From an optimization exercise on the open Yosys and OpenROAD flow, aimed at small area and a short achievable clock period; shortcuts taken in it are not production practice.
Function was not checked in any run shown here: the RTL went through the layout flow alone.
Power is estimated from default activity; no workload was simulated.

## flow/design.v (module list and top-level ports; edited modules follow where they fit)
// module vedicmult_16bit: 1602 lines
// module FA: 4 lines
// module XN2: 3 lines
// module OR2: 3 lines
// module X2: 3 lines
// module NR2: 3 lines
module vedicmult_16bit(input [15:0] a, b,
input clk, reset,
output reg [31:0] out);
  // ...
==> flow/flow/run.sh <==
#!/bin/bash
# Own layout flow: the standard ORFS flow (standard.sh), with the input and
# output port buffers made of plain buf_2 cells (the default picks a delay cell).
set -euo pipefail
export BUFFER_PORTS_ARGS="-buffer_cell sky130_fd_sc_hd__buf_2"
export PRE_FLOORPLAN_TCL="$PWD/flow/pre_floorplan.tcl"
bash standard.sh > standard.log 2>&1
==> flow/flow/pre_floorplan.tcl <==
# Synthesis (abc) maps each Booth selector to an a22oi_2; the _1 cell is the
# same function in less area and easily drives the single gate it feeds.
set swaps {sky130_fd_sc_hd__a22oi_2 sky130_fd_sc_hd__a22oi_1}
set n 0
foreach inst [[ord::get_db_block] getInsts] {
  set m [[$inst getMaster] getName]
  if { [dict exists $swaps $m] } {
    replace_cell [get_cells [$inst getName]] [dict get $swaps $m]
    incr n
  }
}
puts "pre_floorplan: resized $n cells"
==> flow/standard.sh <==
#!/bin/bash
# synth_recipe.tcl (not shown) runs the flow's synth.tcl, then flattens the netlist and writes it again
# the make line also repeats each setting of config.mk as NAME=value (left out here)
make -C /OpenROAD-flow-scripts/flow DESIGN_CONFIG=/design/flow/config.mk WORK_HOME=/design/flow/orfs CLKGATE_MAP_FILE= SYNTH_SCRIPT=/design/flow/synth_recipe.tcl "${@:-finish}"
==> flow/config.mk <==
export PLATFORM = sky130hd
export DESIGN_NAME = vedicmult_16bit
export DESIGN_NICKNAME = vedicmult_16bit
export VERILOG_FILES = /design/flow/design.v
export SDC_FILE = /design/flow/constraint.sdc
export NUM_CORES = 4
export LEC_CHECK = 0
export CAP_MARGIN = 20
export CORE_MARGIN = 2
export CORE_UTILIZATION = 40
export CTS_BUF_LIST = sky130_fd_sc_hd__clkbuf_4 sky130_fd_sc_hd__clkbuf_8
export SLEW_MARGIN = 20
export SYNTH_HIERARCHICAL = 1
export SYNTH_MINIMUM_KEEP_SIZE = 0
==> flow/constraint.sdc <==
create_clock -name core_clock -period 17.0 [get_ports {clk}]
set_input_delay 3.4000 -clock core_clock [delete_from_list [all_inputs] [get_ports {clk}]]
set_output_delay 3.4000 -clock core_clock [all_outputs]
set_load 0.01 [all_outputs]
==> reports/metrics.cfg, run 1 <==
[synth]
netlist.area_leader.share = 0.542
ys.flop_type = sky130_fd_sc_hd__dfxtp_1
netlist_top_cells_area = sky130_fd_sc_hd__fa_1 54%, sky130_fd_sc_hd__nand2_1 13%, sky130_fd_sc_hd__dfxtp_1 8.8%
synthDominantAreaCellType = sky130_fd_sc_hd__fa_1
synth_mux_area_frac = 0
synth.distinct_cells = 36
synth_most_common_cell = sky130_fd_sc_hd__nand2_1

[pwr]
netSwitchingPower_mw = 0.798
power.share.switching = 0.516
comb_power_mw = 1.36

[route]
drt-vias-per-instance = 5.32
route.detailed.wl_per_inst_um = 19.9
wl_met2_um = 10700
routed-wl-met3_um = 1070
drt_iter0_drc = 276

[cts]
tritoncts_num_sinks = 32
clock_tree.htree_level_count = 2

[sta]
rsz0062_at_grt = false
fin_setup_tns_ps = 0

[final_layout]
fraction_of_standard_cell_area_in_multi_input_logic = 0.824
antenna_cells = 0
mostFrequentLayoutCell = sky130_fd_sc_hd__nand2_1
seq_area_frac = 0.0827
layout.filler_cells = 1740
synthToLayoutAreaGrowth_pct = 6.38

[run_status]
status = finished clean

[critical_path]
criticalPathCategory = input port to flop
critical_path_arrival_ps = 8710
cp-endpoint = out[31]

[global_routing]
grt_util_met1 = 0.266
gr-usage-all-layers = 0.221
globalRoute.totalOverflow = 0

[die]
fp.dieArea_um2 = 19300
num_io_pins = 66

==> run 2, diff against run 1 <==
--- a/flow/flow/run.sh
+++ b/flow/flow/run.sh
@@ -4,4 +4,5 @@
 set -euo pipefail
 export BUFFER_PORTS_ARGS="-buffer_cell sky130_fd_sc_hd__buf_2"
 export PRE_FLOORPLAN_TCL="$PWD/flow/pre_floorplan.tcl"
+export SETUP_SLACK_MARGIN=9
 bash standard.sh > standard.log 2>&1
==> run 2 against run 1 <==
Sequential power is essentially flat; critical endpoint is now out[22]; setup slack improved by 580 ps; largest cell class unchanged; cell count grew 0.60%; fmax up 7.4%; design area grew 6.0%; global-route usage is 2.2 points lower; count of clock-buffer cells in the layout is 1 lower; flip-flop and latch count did not move; first-iteration DRC count fell by 34%; highest routed layer unchanged.
==> reports/metrics.cfg, run 2 <==
[critical_path]
critical_path.endpoint_type = flop  ; unchanged
critPathMaxStageDelay_ps = 550  ; was 590 ps
crit_fanout = 16  ; unchanged
crit_family = adder cells  ; unchanged
criticalPathCategory = input port to flop  ; unchanged
critPathBufInv = 1  ; unchanged
critical_path_arrival_ps = 8050  ; was 8710 ps
timing.critical_path.from_type = input port  ; unchanged
cp_cell_sequence = buf_8, nand2_1, or2_1, fa_1, fa_1, fa_2, fa_1, fa_1, xor2_2, and4_4, a221o_1, a21oi_4, o21ai_2, a21o_1, a21o_1, xor2_1, and2_1  ; was buf_2, nand2_1, fa_1, fa_1, fa_1, fa_1, fa_1, fa_1, xor2_1, a21oi_1, o21a_1, nor2_1, nor3_4, o31ai_4, a311oi_2, o31ai_1, xor2_1, and2_1
crit_path_frequent_cell = sky130_fd_sc_hd__fa_1  ; unchanged
critPathSlowestCell = sky130_fd_sc_hd__fa_1  ; unchanged
crit_required_ps = 17160  ; was 17240 ps

[die]
fp.dieArea_um2 = 19300  ; unchanged
die-width_um = 139  ; unchanged
floorplan.initialDensity = 0.407  ; unchanged
y_dimension_of_the_die_um = 139  ; unchanged
coreArea_um2 = 17900  ; unchanged
num_rows = 49  ; unchanged
num_io_pins = 66  ; unchanged

[synth]
synth.distinct_cells = 36  ; unchanged
warning_count_from_the_yosys_run = 7  ; unchanged
syn_nets = 993  ; unchanged
postSynthAreaPerCell_um2 = 9.55  ; unchanged
synthDominantAreaCellType = sky130_fd_sc_hd__fa_1  ; unchanged
async_flop_share = 0  ; unchanged
register_bit_count_reported_by_yosys = 32  ; unchanged
synth_most_common_cell = sky130_fd_sc_hd__nand2_1  ; unchanged
netlist_top_cells_area = sky130_fd_sc_hd__fa_1 54%, sky130_fd_sc_hd__nand2_1 13%, sky130_fd_sc_hd__dfxtp_1 8.8%  ; unchanged
seq_area_frac_synth = 0.0880  ; unchanged
synth_cells = 762  ; unchanged
netlist.area_leader.share = 0.542  ; unchanged
ys.flop_type = sky130_fd_sc_hd__dfxtp_1  ; unchanged
synth.top_cells.by_count = 261 x sky130_fd_sc_hd__nand2_1, 197 x sky130_fd_sc_hd__fa_1, 65 x sky130_fd_sc_hd__clkbuf_1, 55 x sky130_fd_sc_hd__xor2_1, 32 x sky130_fd_sc_hd__dfxtp_1  ; unchanged
synth_area_um2 = 7280  ; unchanged
synth_enable_flop_cells = 0  ; unchanged

[sta]
hold_viol_final = 0  ; unchanged
timing.fmax_mhz = 127  ; was 118 MHz
finalMaxSlewViolations = 0  ; unchanged
period_needed_ps = 7890  ; was 8470 ps
final_cycle_share = 0.464  ; was 0.498
fin_setup_tns_ps = 0  ; unchanged
setup_viol_count_final = 0  ; unchanged
rsz0062_at_grt = true  ; was false

[final_layout]
largest_register_ff_count = 32  ; unchanged
fin_util = 0.458  ; was 0.432
mostFrequentLayoutCell = sky130_fd_sc_hd__nand2_1  ; unchanged
share_of_post_route_cells_with_drive_strength_above_1 = 0.179  ; was 0.108
final_net_count = 1005  ; was 1000
synthToLayoutAreaGrowth_pct = 12.8  ; was 6.38%
top_regs = out x32  ; unchanged
antenna_cells = 0  ; unchanged
final_area_um2 = 8210  ; was 7740 um2
top_register = out  ; unchanged
seqCellArea_um2 = 641  ; unchanged
mostFrequentLayoutCells = 257 x sky130_fd_sc_hd__nand2_1, 164 x sky130_fd_sc_hd__fa_1, 45 x sky130_fd_sc_hd__xor2_1  ; was 261 x sky130_fd_sc_hd__nand2_1, 197 x sky130_fd_sc_hd__fa_1, 65 x sky130_fd_sc_hd__buf_2
multi_input_comb_area_um2 = 6560  ; was 6380 um2
layout.filler_cells = 1753  ; was 1740

[route]
route.detailed.wl_per_inst_um = 18.1  ; was 19.9 um
postRouteWirelength_um = 18100  ; was 19900 um
drt_iter0_drc = 183  ; was 276
remaining_drc_errors = 0  ; unchanged
num_vias = 5245  ; was 5308
postRouteAntennaNets = 0  ; unchanged
drt-vias-per-instance = 5.22  ; was 5.32
detail_route.first_pass.iterations = 4  ; was 6

[global_routing]
grt_util_met1 = 0.241  ; was 0.266
gr-usage-all-layers = 0.199  ; was 0.221
use_met2 = 0.373  ; was 0.407
globalRoute.totalOverflow = 0  ; unchanged
grt_first_pass_wirelength_um = 30600  ; was 32800 um
grt.busiest_layer = met2  ; unchanged
first_global_vias = 5953  ; was 6144
initial_antenna_violation_count = 0  ; unchanged
grt_max_degree = 33  ; unchanged
groute.layer.met3.usage = 0.0211  ; was 0.0307

[placed_design]
gp_congestion = 0.836  ; was 0.827
place.port_buffers = 65  ; unchanged
placed_area_um2 = 7790  ; was 7650 um2
detailed_place_hpwl_um = 14400  ; was 15000 um

[pwr]
sequentialPowerShare = 0.071  ; was 0.077
netSwitchingPower_mw = 0.823  ; was 0.798 mW
vdd_ir_drop_max_v = 0.000171  ; was 0.000139 V
power.share.switching = 0.485  ; was 0.516
combPwrFrac = 0.886  ; was 0.879
power.density_cell_area_nw_per_um2 = 207  ; was 200 nW/um2
share_clk_of_total_power = 0.042  ; was 0.043
power.leakage_nw = 3.06  ; was 2.94 nW
cellInternalPower_mw = 0.874  ; was 0.748 mW

[cts]
cts_buffers = 5  ; unchanged
cts.reportedPaths.clkPinSlew_ps = 70  ; about the same
clk_root_buffer_cell = sky130_fd_sc_hd__clkbuf_8  ; unchanged
clock_tree.htree_level_count = 2  ; unchanged
tritoncts_num_sinks = 32  ; unchanged
tritoncts_clock_tree = done  ; unchanged
max-clock-path-buffers = 2  ; unchanged

[run_status]
status = finished clean  ; unchanged

[min_path]
holdCritPathClass = input port to flop  ; unchanged

[flow_run]
cap_viol_max_count = 0  ; unchanged

==> run 2: cell counts after synthesis <==
Identical to the previous run, type by type.
==> run 2: metrics by stage <==
stage,power (mW),hold slack [ps],instances,setup WS [ps]
6_report,1.70,3460,1004,9110
5_1_grt,1.88,3450,1004,8990
4_1_cts,1.67,3470,1002,9000
3_5_place_dp,1.56,3790,991,8470
3_3_place_gp,1.55,3790,991,8490
2_1_floorplan,1.30,3530,762,8970
==> run 2: final cells by class <==
type	instances	area share
multi-input combinational	662	0.799
sequential	32	0.0780
timing repair buffer	70	0.0727
tap	229	0.0349
clock buffer	6	0.00930
clock inverter	2	0.00427
inverter	3	0.00137
==> run 2: cells by family (layout without fill, tap and decap cells) <==
logic type,after synthesis,count (layout),share of synthesized area
AND/OR/NAND/NOR,351,351,0.204
flip-flops,32,32,0.0880
XOR/XNOR,71,71,0.0854
other,1,1,0.000515
adder cells (fa/ha/maj),197,197,0.542
AO/OA/AOI/OAI,42,42,0.0449
buffers and inverters,68,81,0.0351
==> run 2: power groups by stage <==
stage          Clock [mW]  Combinational (mW)  Sequential (mW)
2_1_floorplan           0                1.16            0.138
3_3_place_gp            0                1.42            0.124
5_1_grt            0.0788                1.68            0.124
3_5_place_dp            0                1.43            0.124
6_report           0.0714                1.50            0.121
4_1_cts            0.0744                1.47            0.122
==> run 2: per-module statistics from Yosys, one instance, submodules excluded <==
| module | area [um2] | cells inside | copies in the design | flip-flops and latches |
|---|---|---|---|---|
| X2 | 8.76 | 1 | 55 | 0 |
| NR2 | 3.75 | 1 | 27 | 0 |
| vedicmult_16bit | 2510 | 451 | 1 | 32 |
| FA | 20.0 | 1 | 197 | 0 |
| OR2 | 6.26 | 1 | 16 | 0 |
| XN2 | 8.76 | 1 | 16 | 0 |
==> run 2: timing repair <==
item,in CTS,in global routing
pin swaps,2,19
gates resized for setup,31,61
hold buffers,0,0
endpoints found under the setup margin,9,8
buffers inserted,3,2
==> run 2: routing by layer <==
metal,part of all wire,up-vias
li1,-,2309
met1,0.40,2771
met2,0.54,126
met3,0.028,39
met4,0.034,0
met5,0,-
==> run 2: path summary, 6_finish.rpt <==
check / startpoint / end / slack [ps] / depth (start not counted)
setup / recovery: b[0] / out[22] / 9110 / 17
hold / removal: b[0] / out[0] / 3460 / 2
==> run 3, diff against run 2 <==
--- a/flow/flow/run.sh
+++ b/flow/flow/run.sh
@@ -4,5 +4,5 @@
 set -euo pipefail
 export BUFFER_PORTS_ARGS="-buffer_cell sky130_fd_sc_hd__buf_2"
 export PRE_FLOORPLAN_TCL="$PWD/flow/pre_floorplan.tcl"
-export SETUP_SLACK_MARGIN=9
+export SETUP_SLACK_MARGIN=10
 bash standard.sh > standard.log 2>&1
==> run 3 against run 2 <==
Still clean; cell count grew 6.3%; global-route usage up 0.82 points; design area rose by 12%; non-clock buffer count up 63; synthesized area unchanged; core utilization rose by 5.4 points.
==> reports/metrics.cfg, run 3 <==
[synth]
synth_top_family_by_area = adder cells  ; unchanged
synth_enable_flop_cells = 0  ; unchanged
synthDominantAreaCellType = sky130_fd_sc_hd__fa_1  ; unchanged
compound_cell_area_share_of_the_yosys_netlist = 0.0449  ; unchanged
synth.top_cells.by_count = 261 x sky130_fd_sc_hd__nand2_1, 197 x sky130_fd_sc_hd__fa_1, 65 x sky130_fd_sc_hd__clkbuf_1, 55 x sky130_fd_sc_hd__xor2_1, 32 x sky130_fd_sc_hd__dfxtp_1  ; unchanged
synth.distinct_cells = 36  ; unchanged
register_bit_count_reported_by_yosys = 32  ; unchanged
async_flop_share = 0  ; unchanged
synth_mux_area_frac = 0  ; unchanged
synth_most_common_cell = sky130_fd_sc_hd__nand2_1  ; unchanged
synth_area_um2 = 7280  ; unchanged
post_synth_fa_ha_maj_area_fraction = 0.542  ; unchanged
netlist_top_cells_area = sky130_fd_sc_hd__fa_1 54%, sky130_fd_sc_hd__nand2_1 13%, sky130_fd_sc_hd__dfxtp_1 8.8%  ; unchanged
synth_simple_gate_area_frac = 0.204  ; unchanged
syn_nets = 993  ; unchanged
synth_cells = 762  ; unchanged
postSynthAreaPerCell_um2 = 9.55  ; unchanged
seq_area_frac_synth = 0.0880  ; unchanged
ys.flop_type = sky130_fd_sc_hd__dfxtp_1  ; unchanged
warning_count_from_the_yosys_run = 7  ; unchanged
yosys.area_share.xor_xnor = 0.0854  ; unchanged
netlist.area_leader.share = 0.542  ; unchanged

[die]
y_dimension_of_the_die_um = 139  ; unchanged
coreArea_um2 = 17900  ; unchanged
floorplan.initialDensity = 0.407  ; unchanged
die-width_um = 139  ; unchanged
fp.dieArea_um2 = 19300  ; unchanged
num_io_pins = 66  ; unchanged
num_rows = 49  ; unchanged

[sta]
fin_setup_tns_ps = 0  ; unchanged
rsz0062_at_grt = true  ; unchanged
period_needed_ps = 7800  ; was 7890 ps
final_cycle_share = 0.459  ; was 0.464
hold_viol_final = 0  ; unchanged
finalMaxSlewViolations = 0  ; unchanged
timing.fmax_mhz = 128  ; was 127 MHz
setup_viol_count_final = 0  ; unchanged

[cts]
tritoncts_clock_tree = done  ; unchanged
cts_buffers = 5  ; unchanged
clock_tree.htree_level_count = 2  ; unchanged
clk_root_buffer_cell = sky130_fd_sc_hd__clkbuf_8  ; unchanged
cts.reportedPaths.clkPinSlew_ps = 70  ; about the same
max-clock-path-buffers = 2  ; unchanged
tritoncts_num_sinks = 32  ; unchanged

[pwr]
sequentialPowerShare = 0.061  ; was 0.071
share_clk_of_total_power = 0.028  ; was 0.042
netSwitchingPower_mw = 0.905  ; was 0.823 mW
vdd_ir_drop_max_v = 0.000213  ; was 0.000171 V
combPwrFrac = 0.912  ; was 0.886
power.density_cell_area_nw_per_um2 = 217  ; was 207 nW/um2
cellInternalPower_mw = 1.09  ; was 0.874 mW
power.leakage_nw = 3.53  ; was 3.06 nW
power.share.switching = 0.454  ; was 0.485

[critical_path]
critical_path.endpoint_type = flop  ; unchanged
crit_path_frequent_cell = sky130_fd_sc_hd__fa_2  ; was sky130_fd_sc_hd__fa_1
critical_path_arrival_ps = 7970  ; was 8050 ps
crit_fanout = 6  ; was 16
cp_cell_sequence = bufbuf_16, nand2_1, fa_2, fa_2, fa_2, fa_2, fa_2, xor2_2, and4_4, a221o_1, a21oi_4, buf_4, o21ai_2, a21o_1, a21o_1, xor2_1, and2_1  ; was buf_8, nand2_1, or2_1, fa_1, fa_1, fa_2, fa_1, fa_1, xor2_2, and4_4, a221o_1, a21oi_4, o21ai_2, a21o_1, a21o_1, xor2_1, and2_1
crit_required_ps = 17170  ; was 17160 ps
criticalPathCategory = input port to flop  ; unchanged
critPathMaxStageDelay_ps = 570  ; was 550 ps
critPathSlowestCell = sky130_fd_sc_hd__fa_2  ; was sky130_fd_sc_hd__fa_1
timing.critical_path.from_type = input port  ; unchanged

[flow_run]
cap_viol_max_count = 0  ; unchanged

[route]
drt-vias-per-instance = 5.11  ; was 5.22
postRouteWirelength_um = 18700  ; was 18100 um
route.detailed.wl_per_inst_um = 17.6  ; was 18.1 um
postRouteAntennaNets = 0  ; unchanged
num_vias = 5454  ; was 5245
detail_route.first_pass.iterations = 4  ; unchanged
drt_iter0_drc = 240  ; was 183
remaining_drc_errors = 0  ; unchanged

[run_status]
status = finished clean  ; unchanged

[final_layout]
largest_register_ff_count = 32  ; unchanged
mostFrequentLayoutCells = 240 x sky130_fd_sc_hd__nand2_1, 153 x sky130_fd_sc_hd__fa_1, 55 x sky130_fd_sc_hd__buf_4  ; was 257 x sky130_fd_sc_hd__nand2_1, 164 x sky130_fd_sc_hd__fa_1, 45 x sky130_fd_sc_hd__xor2_1
final_net_count = 1068  ; was 1005
top_regs = out x32  ; unchanged
final_area_um2 = 9170  ; was 8210 um2
top_register = out  ; unchanged
share_of_post_route_cells_with_drive_strength_above_1 = 0.288  ; was 0.179
multi_input_comb_area_um2 = 6720  ; was 6560 um2
mostFrequentLayoutCell = sky130_fd_sc_hd__nand2_1  ; unchanged
synthToLayoutAreaGrowth_pct = 26.0  ; was 12.8%
stdcell_count = 1067  ; was 1004
layout.filler_cells = 1646  ; was 1753
seqCellArea_um2 = 641  ; unchanged
antenna_cells = 0  ; unchanged

[global_routing]
first_global_vias = 6230  ; was 5953
grt_first_pass_wirelength_um = 31800  ; was 30600 um
initial_antenna_violation_count = 0  ; unchanged
globalRoute.totalOverflow = 0  ; unchanged
gr-usage-all-layers = 0.207  ; was 0.199
grt_max_degree = 33  ; unchanged

[placed_design]
detailed_place_hpwl_um = 14300  ; was 14400 um
gp_congestion = 0.800  ; was 0.836
placed_area_um2 = 7820  ; was 7790 um2
dpl.cell_count = 991  ; unchanged
place.port_buffers = 65  ; unchanged

[min_path]
holdCritPathClass = input port to flop  ; unchanged

[run 3: path summary, 6_finish.rpt]
| check | from | endpoint | slack (ps) | depth (start not counted) |
|---|---|---|---|---|
| max | a[11] | out[22] | 9200 | 17 |
| min | a[0] | out[0] | 3470 | 2 |
[run 3: worst max-delay path: cells and delay by family]
kind	cells	cell delay, ps
fa+ha+maj	5	2430
compound gates	5	960
simple gates	3	430
buf+inv	2	380
xor+xnor	2	340
[run 3: modules after synthesis, one instance, submodules excluded]
module	area (um2)	cells inside
X2	8.76	1
NR2	3.75	1
FA	20.0	1
vedicmult_16bit	2510	451
OR2	6.26	1
XN2	8.76	1
[run 3: cell type report]
cell class	instances	share of cell area
Tap cell	229	0.0312
Timing Repair Buffer	133	0.155
Clock buffer	5	0.00750
Sequential cell	32	0.0698
Inverter	3	0.00123
Multi-Input combinational cell	662	0.733
Clock inverter	3	0.00205
[run 3: stage by stage]
| step | util | hold WS [ps] | worst slack [ps] | total power, mW |
|---|---|---|---|---|
| 5_1_grt | 0.512 | 3460 | 9050 | 2.20 |
| 4_1_cts | 0.497 | 3430 | 9160 | 1.84 |
| 6_report | 0.512 | 3470 | 9200 | 1.99 |
| 3_5_place_dp | 0.437 | 3790 | 8470 | 1.56 |
| 2_1_floorplan | - | 3530 | 8970 | 1.30 |
| 3_3_place_gp | 0.437 | 3790 | 8570 | 1.54 |
[run 3: cells by family after synthesis]
family	count (synthesis)
buffers and inverters	68
adders and majority gates	197
DFF	32
AOI/OAI and AO/OA	42
and+or+nand+nor	351
xor gates and xnor gates	71
other	1
[run 3: repair_timing]
item	CTS	global route
gates resized for setup	139	32
endpoints found under the setup margin	20	22
buffers inserted	49	17
hold buffers	0	0
cloned	1	1
pin swaps	43	24
[run 3: layer usage]
layer,GRT usage,wire [um],vias up
li1,-,-,2434
met1,0.255,7310,2821
met2,0.387,10000,158
met3,0.0180,772,41
met4,0.0638,622,0
met5,0,0,-
[run 3: power by group through the flow]
stage,sequential (mW),clock (mW),combinational (mW)
floorplan,0.138,0,1.16
global placement,0.124,0,1.42
detailed placement,0.123,0,1.43
CTS,0.122,0.0587,1.66
global route,0.124,0.0634,2.02
finish,0.121,0.0557,1.82

static timing again, ports no longer ideal:
No port has a modelled driver above. Below, the same layouts with a new extraction and two added sets of constraints.
Step 1 sets driving cells, clkbuf_16 on the clock port and buf_2 on the other inputs (assumed; they add their load-dependent delay and slew).
Step 2 times the ports against the registers' clock, not the clock port: input delays grow and output delays shrink by t, the midpoint of the rising clock arrivals with the driver on.
a / b / c = ideal / step 1 / step 2; a / b = the first two.
run	t, ns	slack for setup (ns)	hold slack, ns	worst setup path after step 2
run 1	0.332	8.528 / 8.547 / 8.215	3.602 / 3.582 / 3.812	input to register
run 2	0.297	9.110 / 9.088 / 8.791	3.464 / 3.475 / 3.772	input to register
run 3	0.304	9.202 / 9.106 / 8.802	3.467 / 3.477 / 3.781	input to register
After both steps setup and hold are still met in every run listed. For run 3, which loses most, drivers alone change the setup slack by -0.096 ns; drivers and shift together by -0.400 ns.
